What follows belongs to an exercise in optimizing a design on an open flow for small area; a production flow would make more cautious choices. The RTL was checked by simulation tests, not by an equivalence proof against the original design. Power is estimated from default activity; no workload was simulated.

==> v31 <==
## OpdDemodulator
module OpdDemodulator (
    input logic clk,
    input logic reset,
    input logic tick_i,
    input logic signed [23:0] ref_i,   
    input logic signed [23:0] sig_i,   
    output logic signed [23:0] x_o,
    output logic signed [23:0] y_o,
    output logic signed [31:0] phi_o,
    output logic signed [24:0] r_o,
    output logic done_o
);
==> flow/config.mk <==
export PLATFORM = sky130hd
export DESIGN_NAME = OpdDemodulator
export DESIGN_NICKNAME = OpdDemodulator
export VERILOG_FILES = /design/flow/design.v
export SDC_FILE = /design/flow/constraint.sdc
export NUM_CORES = 4
export LEC_CHECK = 0
export CAP_MARGIN = 20
export CORE_MARGIN = 2
export CORE_UTILIZATION = 60
export CTS_BUF_LIST = sky130_fd_sc_hd__clkbuf_8
export CTS_CLUSTER_DIAMETER = 45
export CTS_CLUSTER_SIZE = 18
export PLACE_DENSITY = 0.7
export SLEW_MARGIN = 20
export CTS_ARGS = -sink_clustering_enable -repair_clock_nets -sink_clustering_size 18 -sink_clustering_max_diameter 45 -buf_list sky130_fd_sc_hd__clkbuf_8 -dont_use_dummy_load
export BUFFER_PORTS_ARGS = -buffer_cell sky130_fd_sc_hd__buf_1
==> flow/constraint.sdc <==
create_clock -name core_clock -period 15.0 [get_ports {clk}]
set_input_delay 3.0000 -clock core_clock [delete_from_list [all_inputs] [get_ports {clk}]]
set_output_delay 3.0000 -clock core_clock [all_outputs]
set_load 0.01 [all_outputs]
standard.sh (not shown) runs the stock make flow with config.mk's settings and CLKGATE_MAP_FILE= SYNTH_SCRIPT=/design/flow/synth_recipe.tcl, a recipe that flattens the netlist after the stock synthesis.
==> flow/flow/run.sh <==
#!/bin/bash
# Own layout flow: the standard layout (standard.sh, standard synthesis included) with two
# changes to how the layout is made:
#  - the clock tree is built without dummy balancing loads (CTS -dont_use_dummy_load), with the
#    same sink clustering and buffer list as config.mk asks for;
#  - the port buffers that the standard flow puts on every input and output are buf_1 cells.
# make's full output goes to standard.log here; ORFS keeps each step's log under orfs/logs.
set -euo pipefail
cd "$(dirname "$0")/.."
cat >> config.mk <<'EOT'
export CTS_ARGS = -sink_clustering_enable -repair_clock_nets -sink_clustering_size 18 -sink_clustering_max_diameter 45 -buf_list sky130_fd_sc_hd__clkbuf_8 -dont_use_dummy_load
export BUFFER_PORTS_ARGS = -buffer_cell sky130_fd_sc_hd__buf_1
EOT
bash standard.sh finish > standard.log 2>&1
==> v35 (differences from v31) <==
--- a/flow/design.v
+++ b/flow/design.v
@@ -255,34 +255,33 @@
       5'd19: angle = 25'd10;
       5'd20: angle = 25'd5;
       5'd21: angle = 25'd2;
       5'd22: angle = 25'd1;
       default: angle = 25'd0;
     endcase
   endfunction
   typedef enum logic [3:0] {
-    S_IDLE, S_INS, S_CL1, S_CL2, S_CITER, S_PHASE, S_DONE, S_HIL, S_HSAT, S_PROD, S_PQ, S_LP, S_LPF
+    S_IDLE, S_INS, S_CLOAD, S_CITER, S_PHASE, S_DONE, S_HIL, S_HSAT, S_PROD, S_PQ, S_LP, S_LPF
   } st_e;
   st_e st, st_n;
   logic [5:0] m, m_n;   
   logic [3:0] j, j_n;   
   logic [5:0] K, K_n;   
   logic par, par_n;   
   logic ins_r, ins_s, ins_pq, cap_a, cap_b;
   logic [5:0] cp, cp_n;   
   logic [3:0] cr0, cr1, cr0_n, cr1_n;   
   logic [3:0] cs, cs_n;   
   logic [39:0][22:0] pring, qring;
   logic [10:0][23:0] rring0, rring1;
   logic [11:0][23:0] sring;
   logic signed [W-1:0] accx, accy;
   logic [23:0] T, U;
   logic [24:0] PHI, PHI_n;
-  logic pprev, pprev_n;   
   wire [22:0] ptap = pring[39];
   wire [22:0] qtap = qring[39];
   wire [23:0] r0tap = rring0[10];
   wire [23:0] r1tap = rring1[10];
   wire [23:0] stap = sring[11];
   wire ins_p_now = ins_pq && (cp == 6'd39);
   wire ins_r0_now = ins_r && !par && (cr0 == 4'd10);
   wire ins_r1_now = ins_r && par && (cr1 == 4'd10);
@@ -308,126 +307,104 @@
     end
   end
   always_ff @(posedge clk) begin
     cp <= cp_n;
     cr0 <= cr0_n;
     cr1 <= cr1_n;
     cs <= cs_n;
   end
+  localparam logic [1:0] A_ZERO = 2'd0, A_SHR2 = 2'd1, A_HOLD = 2'd2;
   localparam logic [1:0] B_RING = 2'd0, B_TU = 2'd1, B_CROSS = 2'd2, B_AUX = 2'd3;
-  logic c_shx, c_shy;   
-  logic c_clrx, c_clry;   
-  logic [1:0] c_bx, c_by;   
+  logic [1:0] c_asx, c_asy, c_bx, c_by;   
   logic [2:0] c_dx, c_dy;   
   logic [4:0] c_sa;   
-  logic shx, shy, clrx, clry;
-  logic [1:0] bxs, bys;
+  logic [1:0] asx, asy, bxs, bys;
   logic [2:0] dx, dy;
   logic [4:0] sa;
   wire [23:0] rtap_h = par ? r1tap : r0tap;   
   wire [23:0] rtap_a = par ? r0tap : r1tap;   
   wire [3:0] cr_a = par ? cr0 : cr1;
   wire [3:0] cr_hn = par_n ? cr1_n : cr0_n;
   wire [5:0] kl = (m_n == 6'd40) ? 6'd0 : cp_n + 6'd1;   
   wire [5:0] klf = (kl > 6'd20) ? 6'd40 - kl : kl;   
   wire [2:0] ld = (kl < K_n) ? ldig(klf[4:0], j_n) : 3'b000;
   wire [2:0] hd = ({1'b0, cr_hn, 1'b0} < K_n) ? hdig(cr_hn, j_n) : 3'b000;
   logic [2:0] pd;
   always_comb begin
-    case ({PHI_n[1:0], pprev_n})
+    case (PHI_n[2:0])
       3'b001, 3'b010: pd = 3'b010;
       3'b011: pd = 3'b011;
       3'b100: pd = 3'b111;
       3'b101, 3'b110: pd = 3'b110;
       default: pd = 3'b000;
     endcase
   end
   wire signed [W-1:0] nx, ny;
   wire flip_n = ny[24];   
   always_comb begin
-    shx = 1'b0;
-    shy = 1'b0;
-    clrx = 1'b0;
-    clry = 1'b0;
+    asx = A_HOLD;
+    asy = A_HOLD;
     bxs = B_RING;
     bys = B_RING;
     dx = 3'b000;
     dy = 3'b000;
     sa = 5'd0;
     case (st_n)
-      S_CL1: begin
-        clrx = 1'b1;
-        clry = 1'b1;
-      end
-      S_CL2: begin
-        bxs = B_TU;
-        bys = B_TU;
-        dx = {PHI_n[24], 2'b10};
-        dy = {PHI_n[24], 2'b10};
-        sa = 5'd1;
-      end
-      S_CITER: begin
+      S_CLOAD, S_CITER: begin
+        if (st_n == S_CLOAD) begin
+          asx = A_ZERO;
+          asy = A_ZERO;
+        end
         bxs = B_CROSS;
         bys = B_CROSS;
         dx = {flip_n, 2'b10};
-        dy = {!flip_n, 2'b10};
+        dy = {(st_n == S_CLOAD) ? flip_n : !flip_n, 2'b10};
         sa = m_n[4:0];
-        clry = (m_n == 6'd23);   
       end
       S_PHASE: begin
+        asy = (m_n == 6'd0) ? A_ZERO : A_HOLD;
         bys = B_AUX;
         dy = (m_n == 6'd0) ? {PHI_n[0], PHI_n[1], 1'b0} : {!PHI_n[0], 2'b10};
         sa = 5'd1;
       end
-      S_DONE: clrx = 1'b1;
       S_HIL: begin
-        shx = (m_n == 6'd0) && (j_n != 4'd0);
+        asx = (m_n == 6'd0) ? ((j_n == 4'd0) ? A_ZERO : A_SHR2) : A_HOLD;
         bxs = B_AUX;
         dx = hd;
         sa = {4'd0, !hd[0]};
       end
-      S_HSAT: begin
-        clrx = 1'b1;
-        clry = 1'b1;
-      end
       S_PROD: begin
-        shx = (j_n != 4'd0);
-        shy = shx;
+        asx = (j_n == 4'd0) ? A_ZERO : A_SHR2;
+        asy = asx;
         bxs = B_TU;
         bys = B_TU;
-        dx = pd;
+        dx = (j_n == 4'd12) ? 3'b000 : pd;
         dy = dx;
         sa = {4'd0, !dx[0]};
       end
-      S_PQ: begin
-        clrx = 1'b1;
-        clry = 1'b1;
-      end
       S_LP: begin
-        shx = (m_n == 6'd0) && (j_n != 4'd0);
-        shy = shx;
+        asx = (m_n == 6'd0) ? ((j_n == 4'd0) ? A_ZERO : A_SHR2) : A_HOLD;
+        asy = asx;
         bxs = (m_n == 6'd40) ? B_TU : B_RING;
         bys = bxs;
         dx = ld;
         dy = ld;
         sa = {4'd0, !ld[0]};
       end
       S_LPF: begin
-        shx = 1'b1;
-        shy = 1'b1;
+        asx = A_SHR2;
+        asy = A_SHR2;
       end
       default: ;
     endcase
   end
   always_ff @(posedge clk) begin
-    c_shx <= shx;
-    c_shy <= shy;
-    c_clrx <= clrx;
-    c_clry <= clry;
+    c_asx <= asx;
+    c_asy <= asy;
     c_bx <= bxs;
     c_by <= bys;
     c_dx <= dx;
     c_dy <= dy;
     c_sa <= sa;
   end
   logic signed [24:0] srcx, srcy;
   always_comb begin
@@ -447,62 +424,64 @@
   function automatic logic [W-1:0] rca(input logic [W-1:0] a, input logic [W-1:0] b, input logic cin);
     logic c;
     c = cin;
     for (int i = 0; i < W; i++) begin
       rca[i] = a[i] ^ b[i] ^ c;
       c = (a[i] & b[i]) | (c & (a[i] ^ b[i]));
     end
   endfunction
-  function automatic logic signed [W-1:0] lane(input logic shr, input logic signed [W-1:0] acc,
+  function automatic logic signed [W-1:0] lane(input logic [1:0] as, input logic signed [W-1:0] acc,
                                                input logic signed [24:0] src, input logic [4:0] sa,
                                                input logic z, input logic neg);
     logic signed [W-1:0] a, b, sh;
     logic signed [25:0] v;
     sh = acc >>> 2;
-    a = shr ? sh : acc;
+    a = (as == A_ZERO) ? '0 : (as == A_SHR2) ? sh : acc;
     v = $signed({src, 1'b0}) >>> sa;   
     b = z ? '0 : W'(v);
     lane = rca(a, neg ? ~b : b, neg);
   endfunction
-  assign nx = lane(c_shx, accx, srcx, c_sa, !c_dx[1], c_dx[2]);
-  assign ny = lane(c_shy, accy, srcy, c_sa, !c_dy[1], c_dy[2]);
+  assign nx = lane(c_asx, accx, srcx, c_sa, !c_dx[1], c_dx[2]);
+  assign ny = lane(c_asy, accy, srcy, c_sa, !c_dy[1], c_dy[2]);
   wire hpos = !accx[W-1] && (|accx[W-2:24]);
   wire hneg = accx[W-1] && !(&accx[W-2:24]);
   wire [23:0] hsat = hpos ? 24'h7fffff : hneg ? 24'h800000 : accx[24:1];
   wire xpos = !accx[24] && (|accx[23:1]);
   wire sig_c = !accy[24];   
   always_ff @(posedge clk) begin
-    accx <= (reset || c_clrx) ? '0 : nx;
-    accy <= (reset || c_clry) ? '0 : ny;
+    if (reset) begin
+      accx <= '0;
+      accy <= '0;
+    end else begin
+      accx <= nx;
+      accy <= ny;
+    end
   end
   always_comb begin
     st_n = st;
     m_n = m;
     j_n = j;
     K_n = K;
     par_n = par;
     PHI_n = PHI;
-    pprev_n = 1'b0;
     case (st)
       S_IDLE: begin
         if (tick_i) begin
+          m_n = 6'd2;
           par_n = !par;
           if (K != 6'd63) K_n = K + 6'd1;
           st_n = S_INS;
         end
       end
       S_INS: begin
-        if (!ins_r && !ins_s) st_n = S_CL1;
+        if (!ins_r && !ins_s) st_n = S_CLOAD;
       end
-      S_CL1: begin
+      S_CLOAD: begin
         PHI_n = {accy[24], !xpos, 23'd0};   
-        st_n = S_CL2;
-      end
-      S_CL2: begin
         m_n = 6'd1;
         st_n = S_CITER;
       end
       S_CITER: begin
         PHI_n = {sig_c, PHI[24:1]};   
         m_n = m + 6'd1;
         if (m == 6'd23) begin
           m_n = '0;
@@ -528,17 +507,16 @@
         if (cap_b && cs == 4'd11) PHI_n = {(K > 6'd11) ? stap : 24'd0, 1'b0};
       end
       S_HSAT: begin
         j_n = '0;
         st_n = S_PROD;
       end
       S_PROD: begin
         PHI_n = $signed(PHI) >>> 2;
-        pprev_n = PHI[1];
         j_n = j + 4'd1;
         if (j == 4'd12) st_n = S_PQ;
       end
       S_PQ: begin
         m_n = '0;
         j_n = '0;
         st_n = S_LP;
       end
@@ -562,17 +540,16 @@
   end
   always_ff @(posedge clk) begin
     st <= st_n;
     m <= m_n;
     j <= j_n;
     K <= K_n;
     par <= par_n;
     PHI <= PHI_n;
-    pprev <= pprev_n;
   end
   always_ff @(posedge clk) begin
     if (reset) begin
       ins_r <= 1'b0;
       ins_s <= 1'b0;
       ins_pq <= 1'b0;
       cap_a <= 1'b0;
       cap_b <= 1'b0;
@@ -584,39 +561,39 @@
         S_IDLE: begin
           if (tick_i) begin
             T <= ref_i;
             U <= sig_i;
             ins_r <= 1'b1;
             ins_s <= 1'b1;
           end
         end
-        S_CL1: begin
-          T <= accy[24:1];   
-          U <= accx[24:1];   
+        S_CLOAD: begin
+          T <= accx[24:1];
+          U <= accy[24:1];
         end
         S_DONE: begin
           cap_a <= 1'b1;
           cap_b <= 1'b1;
         end
-        S_HSAT: T <= hsat;   
+        S_HSAT: U <= hsat;
         S_PQ: begin
-          T <= accy[24:1];   
-          U <= accx[24:1];   
+          T <= 24'($signed(accx[22:0]));
+          U <= 24'($signed(accy[22:0]));
         end
         S_LPF: ins_pq <= 1'b1;
         default: ;
       endcase
       if (st == S_HIL) begin
         if (cap_a && cr_a == 4'd5) begin
-          U <= (K > 6'd11) ? fdel(rtap_a) : 24'd0;   
+          T <= (K > 6'd11) ? fdel(rtap_a) : 24'd0;
           cap_a <= 1'b0;
         end
         if (cap_b && cs == 4'd11) cap_b <= 1'b0;
       end
     end
   end
   assign done_o = (st == S_DONE);
-  assign x_o = U;
-  assign y_o = T;
+  assign x_o = T;
+  assign y_o = U;
   assign r_o = accx[24:0];
   assign phi_o = 32'($signed(accy[24:0]));
 endmodule
==> flow/run.sh (new file) <==
#!/bin/bash
# synth_recipe.tcl (not shown) runs the flow's synth.tcl, then flattens the netlist and writes it again
# the make line also repeats each setting of config.mk as NAME=value (left out here)
make -C /OpenROAD-flow-scripts/flow DESIGN_CONFIG=/design/flow/config.mk WORK_HOME=/design/flow/orfs CLKGATE_MAP_FILE= SYNTH_SCRIPT=/design/flow/synth_recipe.tcl finish
BUFFER_PORTS_ARGS = default   (was -buffer_cell sky130_fd_sc_hd__buf_1)
CORE_UTILIZATION = 45   (was 60)
CTS_ARGS = default   (was -sink_clustering_enable -repair_clock_nets -sink_clustering_size 18 -sink_clustering_max_diameter 45 -buf_list sky130_fd_sc_hd__clkbuf_8 -dont_use_dummy_load)
CTS_BUF_LIST = sky130_fd_sc_hd__clkbuf_16   (was sky130_fd_sc_hd__clkbuf_8)
CTS_CLUSTER_DIAMETER = 60   (was 45)
CTS_CLUSTER_SIZE = 30   (was 18)
PLACE_DENSITY = 0.6   (was 0.7)
removed: flow/flow/run.sh
removed: flow/standard.sh
==> v39 (differences from v31) <==
--- a/flow/design.v
+++ b/flow/design.v
@@ -255,17 +255,17 @@
       5'd19: angle = 25'd10;
       5'd20: angle = 25'd5;
       5'd21: angle = 25'd2;
       5'd22: angle = 25'd1;
       default: angle = 25'd0;
     endcase
   endfunction
   typedef enum logic [3:0] {
-    S_IDLE, S_INS, S_CL1, S_CL2, S_CITER, S_PHASE, S_DONE, S_HIL, S_HSAT, S_PROD, S_PQ, S_LP, S_LPF
+    S_IDLE, S_INS, S_CLOAD, S_CITER, S_PHASE, S_DONE, S_HIL, S_HSAT, S_PROD, S_PQ, S_LP, S_LPF
   } st_e;
   st_e st, st_n;
   logic [5:0] m, m_n;   
   logic [3:0] j, j_n;   
   logic [5:0] K, K_n;   
   logic par, par_n;   
   logic ins_r, ins_s, ins_pq, cap_a, cap_b;
   logic [5:0] cp, cp_n;   
@@ -308,24 +308,22 @@
     end
   end
   always_ff @(posedge clk) begin
     cp <= cp_n;
     cr0 <= cr0_n;
     cr1 <= cr1_n;
     cs <= cs_n;
   end
+  localparam logic [1:0] A_ZERO = 2'd0, A_SHR2 = 2'd1, A_HOLD = 2'd2;
   localparam logic [1:0] B_RING = 2'd0, B_TU = 2'd1, B_CROSS = 2'd2, B_AUX = 2'd3;
-  logic c_shx, c_shy;   
-  logic c_clrx, c_clry;   
-  logic [1:0] c_bx, c_by;   
+  logic [1:0] c_asx, c_asy, c_bx, c_by;   
   logic [2:0] c_dx, c_dy;   
   logic [4:0] c_sa;   
-  logic shx, shy, clrx, clry;
-  logic [1:0] bxs, bys;
+  logic [1:0] asx, asy, bxs, bys;
   logic [2:0] dx, dy;
   logic [4:0] sa;
   wire [23:0] rtap_h = par ? r1tap : r0tap;   
   wire [23:0] rtap_a = par ? r0tap : r1tap;   
   wire [3:0] cr_a = par ? cr0 : cr1;
   wire [3:0] cr_hn = par_n ? cr1_n : cr0_n;
   wire [5:0] kl = (m_n == 6'd40) ? 6'd0 : cp_n + 6'd1;   
   wire [5:0] klf = (kl > 6'd20) ? 6'd40 - kl : kl;   
@@ -339,95 +337,75 @@
       3'b100: pd = 3'b111;
       3'b101, 3'b110: pd = 3'b110;
       default: pd = 3'b000;
     endcase
   end
   wire signed [W-1:0] nx, ny;
   wire flip_n = ny[24];   
   always_comb begin
-    shx = 1'b0;
-    shy = 1'b0;
-    clrx = 1'b0;
-    clry = 1'b0;
+    asx = A_HOLD;
+    asy = A_HOLD;
     bxs = B_RING;
     bys = B_RING;
     dx = 3'b000;
     dy = 3'b000;
     sa = 5'd0;
     case (st_n)
-      S_CL1: begin
-        clrx = 1'b1;
-        clry = 1'b1;
-      end
-      S_CL2: begin
-        bxs = B_TU;
-        bys = B_TU;
-        dx = {PHI_n[24], 2'b10};
-        dy = {PHI_n[24], 2'b10};
-        sa = 5'd1;
-      end
-      S_CITER: begin
+      S_CLOAD, S_CITER: begin
+        if (st_n == S_CLOAD) begin
+          asx = A_ZERO;
+          asy = A_ZERO;
+        end
         bxs = B_CROSS;
         bys = B_CROSS;
         dx = {flip_n, 2'b10};
-        dy = {!flip_n, 2'b10};
+        dy = {(st_n == S_CLOAD) ? flip_n : !flip_n, 2'b10};
         sa = m_n[4:0];
-        clry = (m_n == 6'd23);   
       end
       S_PHASE: begin
+        asy = (m_n == 6'd0) ? A_ZERO : A_HOLD;
         bys = B_AUX;
         dy = (m_n == 6'd0) ? {PHI_n[0], PHI_n[1], 1'b0} : {!PHI_n[0], 2'b10};
         sa = 5'd1;
       end
-      S_DONE: clrx = 1'b1;
       S_HIL: begin
-        shx = (m_n == 6'd0) && (j_n != 4'd0);
+        asx = (m_n == 6'd0) ? ((j_n == 4'd0) ? A_ZERO : A_SHR2) : A_HOLD;
         bxs = B_AUX;
         dx = hd;
         sa = {4'd0, !hd[0]};
       end
-      S_HSAT: begin
-        clrx = 1'b1;
-        clry = 1'b1;
-      end
       S_PROD: begin
-        shx = (j_n != 4'd0);
-        shy = shx;
+        asx = (j_n == 4'd0) ? A_ZERO : A_SHR2;
+        asy = asx;
         bxs = B_TU;
         bys = B_TU;
         dx = pd;
         dy = dx;
         sa = {4'd0, !dx[0]};
       end
-      S_PQ: begin
-        clrx = 1'b1;
-        clry = 1'b1;
-      end
       S_LP: begin
-        shx = (m_n == 6'd0) && (j_n != 4'd0);
-        shy = shx;
+        asx = (m_n == 6'd0) ? ((j_n == 4'd0) ? A_ZERO : A_SHR2) : A_HOLD;
+        asy = asx;
         bxs = (m_n == 6'd40) ? B_TU : B_RING;
         bys = bxs;
         dx = ld;
         dy = ld;
         sa = {4'd0, !ld[0]};
       end
       S_LPF: begin
-        shx = 1'b1;
-        shy = 1'b1;
+        asx = A_SHR2;
+        asy = A_SHR2;
       end
       default: ;
     endcase
   end
   always_ff @(posedge clk) begin
-    c_shx <= shx;
-    c_shy <= shy;
-    c_clrx <= clrx;
-    c_clry <= clry;
+    c_asx <= asx;
+    c_asy <= asy;
     c_bx <= bxs;
     c_by <= bys;
     c_dx <= dx;
     c_dy <= dy;
     c_sa <= sa;
   end
   logic signed [24:0] srcx, srcy;
   always_comb begin
@@ -447,62 +425,65 @@
   function automatic logic [W-1:0] rca(input logic [W-1:0] a, input logic [W-1:0] b, input logic cin);
     logic c;
     c = cin;
     for (int i = 0; i < W; i++) begin
       rca[i] = a[i] ^ b[i] ^ c;
       c = (a[i] & b[i]) | (c & (a[i] ^ b[i]));
     end
   endfunction
-  function automatic logic signed [W-1:0] lane(input logic shr, input logic signed [W-1:0] acc,
+  function automatic logic signed [W-1:0] lane(input logic [1:0] as, input logic signed [W-1:0] acc,
                                                input logic signed [24:0] src, input logic [4:0] sa,
                                                input logic z, input logic neg);
     logic signed [W-1:0] a, b, sh;
     logic signed [25:0] v;
     sh = acc >>> 2;
-    a = shr ? sh : acc;
+    a = (as == A_ZERO) ? '0 : (as == A_SHR2) ? sh : acc;
     v = $signed({src, 1'b0}) >>> sa;   
     b = z ? '0 : W'(v);
     lane = rca(a, neg ? ~b : b, neg);
   endfunction
-  assign nx = lane(c_shx, accx, srcx, c_sa, !c_dx[1], c_dx[2]);
-  assign ny = lane(c_shy, accy, srcy, c_sa, !c_dy[1], c_dy[2]);
+  assign nx = lane(c_asx, accx, srcx, c_sa, !c_dx[1], c_dx[2]);
+  assign ny = lane(c_asy, accy, srcy, c_sa, !c_dy[1], c_dy[2]);
   wire hpos = !accx[W-1] && (|accx[W-2:24]);
   wire hneg = accx[W-1] && !(&accx[W-2:24]);
   wire [23:0] hsat = hpos ? 24'h7fffff : hneg ? 24'h800000 : accx[24:1];
   wire xpos = !accx[24] && (|accx[23:1]);
   wire sig_c = !accy[24];   
   always_ff @(posedge clk) begin
-    accx <= (reset || c_clrx) ? '0 : nx;
-    accy <= (reset || c_clry) ? '0 : ny;
+    if (reset) begin
+      accx <= '0;
+      accy <= '0;
+    end else begin
+      accx <= nx;
+      accy <= ny;
+    end
   end
   always_comb begin
     st_n = st;
     m_n = m;
     j_n = j;
     K_n = K;
     par_n = par;
     PHI_n = PHI;
     pprev_n = 1'b0;
     case (st)
       S_IDLE: begin
         if (tick_i) begin
+          m_n = 6'd2;
           par_n = !par;
           if (K != 6'd63) K_n = K + 6'd1;
           st_n = S_INS;
         end
       end
       S_INS: begin
-        if (!ins_r && !ins_s) st_n = S_CL1;
+        if (!ins_r && !ins_s) st_n = S_CLOAD;
       end
-      S_CL1: begin
+      S_CLOAD: begin
         PHI_n = {accy[24], !xpos, 23'd0};   
-        st_n = S_CL2;
-      end
-      S_CL2: begin
         m_n = 6'd1;
         st_n = S_CITER;
       end
       S_CITER: begin
         PHI_n = {sig_c, PHI[24:1]};   
         m_n = m + 6'd1;
         if (m == 6'd23) begin
           m_n = '0;
@@ -584,39 +565,39 @@
         S_IDLE: begin
           if (tick_i) begin
             T <= ref_i;
             U <= sig_i;
             ins_r <= 1'b1;
             ins_s <= 1'b1;
           end
         end
-        S_CL1: begin
-          T <= accy[24:1];   
-          U <= accx[24:1];   
+        S_CLOAD: begin
+          T <= accx[24:1];
+          U <= accy[24:1];
         end
         S_DONE: begin
           cap_a <= 1'b1;
           cap_b <= 1'b1;
         end
-        S_HSAT: T <= hsat;   
+        S_HSAT: U <= hsat;
         S_PQ: begin
-          T <= accy[24:1];   
-          U <= accx[24:1];   
+          T <= accx[24:1];
+          U <= accy[24:1];
         end
         S_LPF: ins_pq <= 1'b1;
         default: ;
       endcase
       if (st == S_HIL) begin
         if (cap_a && cr_a == 4'd5) begin
-          U <= (K > 6'd11) ? fdel(rtap_a) : 24'd0;   
+          T <= (K > 6'd11) ? fdel(rtap_a) : 24'd0;
           cap_a <= 1'b0;
         end
         if (cap_b && cs == 4'd11) cap_b <= 1'b0;
       end
     end
   end
   assign done_o = (st == S_DONE);
-  assign x_o = U;
-  assign y_o = T;
+  assign x_o = T;
+  assign y_o = U;
   assign r_o = accx[24:0];
   assign phi_o = 32'($signed(accy[24:0]));
 endmodule
==> flow/flow/run.sh (replaced) <==
#!/bin/bash
# Own layout flow: the standard layout (standard.sh, standard synthesis included) with two
# changes to how the layout is made:
#  - the clock tree is built without dummy balancing loads (CTS -dont_use_dummy_load), with the
#    same sink clustering and buffer list as config.mk asks for;
#  - the port buffers that the standard flow puts on every input and output are buf_1 cells.
# make's full output goes to standard.log here; ORFS keeps each step's log under orfs/logs.
set -euo pipefail
cd "$(dirname "$0")/.."
cat >> config.mk <<'EOT'
export CTS_ARGS = -sink_clustering_enable -repair_clock_nets -sink_clustering_size 20 -sink_clustering_max_diameter 45 -buf_list sky130_fd_sc_hd__clkbuf_8 -dont_use_dummy_load
export BUFFER_PORTS_ARGS = -buffer_cell sky130_fd_sc_hd__buf_1
EOT
bash standard.sh finish > standard.log 2>&1
ABC_AREA = 1   (was default)
CTS_ARGS = -sink_clustering_enable -repair_clock_nets -sink_clustering_size 20 -sink_clustering_max_diameter 45 -buf_list sky130_fd_sc_hd__clkbuf_8 -dont_use_dummy_load   (was -sink_clustering_enable -repair_clock_nets -sink_clustering_size 18 -sink_clustering_max_diameter 45 -buf_list sky130_fd_sc_hd__clkbuf_8 -dont_use_dummy_load)
CTS_CLUSTER_SIZE = 20   (was 18)
==> summary.md <==
| Metric | Value |
|---|---|
| Status | no timing/DRC/antenna violations |
| VDD IR max | between 0.0001 and 0.00015 V |
| WP data required | approximately 16 ns |
| Post-CTS sizing | 0 |
| Maximum clock frequency | roughly 0.07 GHz |
| Fill cells | 9228 |
| Mux cell area share after synthesis | 0.00452 |
| R2r setup slk | slightly above 0.7 ns |
| Post-Synth Adder-Cell Area | 0.0205 |
| Metal1 wirelength | 75300 µm |
| Pre-CTS WS | between 0.15 and 0.2 ns |
| Met1 usage | 0.373 |
| Met2 WL | between 60000 and 70000 µm |
| Yosys cell types | 61 |
| Post-layout net count | around 6300 |
| Combinational cell power | between 0.0009 and 0.001 W |
| Clock Buffer Count | ~190 |
| Final clock-cell share | 0.0335 |
| Most frequent cells in the layout | 2796 x dfxtp_1, 772 x nand2_1, 438 x inv_1 |
| Multi-In Gates | about 2400 |
| Worst-Skew Late Latency | a little over 0.9 ns |
| Max FO, Critical Path | 19 |
-- figures above: v39

==> summary.md <==
| Metric | Value |
|---|---|
| Post-CTS sizing | 7 |
| Final clock-cell share | 0.0346 |
| Pre-CTS WS | -0.315 ns |
| Multi-In Gates | between 1500 and 2000 |
| Metal1 wirelength | 72100 µm |
| Max FO, Critical Path | 9 |
| Fill cells | roughly 9000 |
| Met2 WL | 67200 µm |
| Post-layout net count | 5541 |
| Met1 usage | 0.351 |
| Worst-Skew Late Latency | between 0.9 and 1 ns |
| Clock Buffer Count | ~200 |
| WP data required | between 15 and 20 ns |
| Maximum clock frequency | a little under 0.07 GHz |
| Post-Synth Adder-Cell Area | 0.0206 |
| Status | no timing/DRC/antenna violations |
| VDD IR max | between 0.0001 and 0.00015 V |
| Most frequent cells in the layout | 2795 x dfxtp_1, 211 x nand2_1, 201 x mux2_2, 201 x clkbuf_8, 185 x o21ai_0 |
-- figures above: v31

==> summary.md <==
| Metric | Value |
|---|---|
| Maximum clock frequency | 0.0688 GHz |
| Met1 usage | 0.272 |
| Metal1 wirelength | between 70000 and 80000 µm |
| Most frequent cells in the layout | 2794 x dfxtp_1, 383 x nand2_1, 249 x nor2_1 |
| Multi-In Gates | around 2100 |
| Drt first pass iters | 9 |
| Mux cell area share after synthesis | 0.0512 |
| Max incr delay on CP | between 0.5 and 0.6 ns |
| Met2 WL | roughly 73000 µm |
| Combinational cell power | around 0.00076 W |
| Worst-Skew Late Latency | just over 0.8 ns |
| WP data required | 15.70 ns |
| Status | no timing/DRC/antenna violations |
| Pre-CTS WS | between 0.15 and 0.2 ns |
| Yosys cell types | 95 |
| Post-CTS sizing | 0 |
| Post-Synth Adder-Cell Area | 0.0203 |
| Max FO, Critical Path | 7 |
| Fill cells | ~14000 |
| Post-layout net count | roughly 5700 |
| Routed WL | about 170000 µm |
-- figures above: v35

[what the ideal ports hide]
The results above use ideal ports. As a check the final layouts listed here were re-extracted and re-timed, cells and wires unchanged.
Step 1: set_driving_cell puts a clkbuf_16 on clk and a buf_2 on each other input, an assumption about the parent block.
Step 2 adds t to the input delays and takes it off the output delays; t is the mean of the earliest and latest rising clock arrival at the registers after step 1. Input paths then give back, and output paths get back, about the clock's delay inside the block.
Slacks: ideal / step 1 / step 2; pairs: ideal / step 1.
| run | t (ns) | setup slack, ns | worst hold slack (ns) | worst register clock-pin slew, ns |
|---|---|---|---|---|
| v31 | 0.950 | 0.568 / 0.568 / 0.568 | 0.237 / 0.237 / 0.237 | 0.11 / 0.11 |
| v35 | 0.871 | 0.462 / 0.462 / 0.462 | 0.289 / 0.289 / 0.289 | 0.11 / 0.11 |
| v39 | 0.952 | 0.724 / 0.724 / 0.724 | 0.272 / 0.272 / 0.272 | 0.11 / 0.11 |
After both steps every run listed still meets setup and hold.
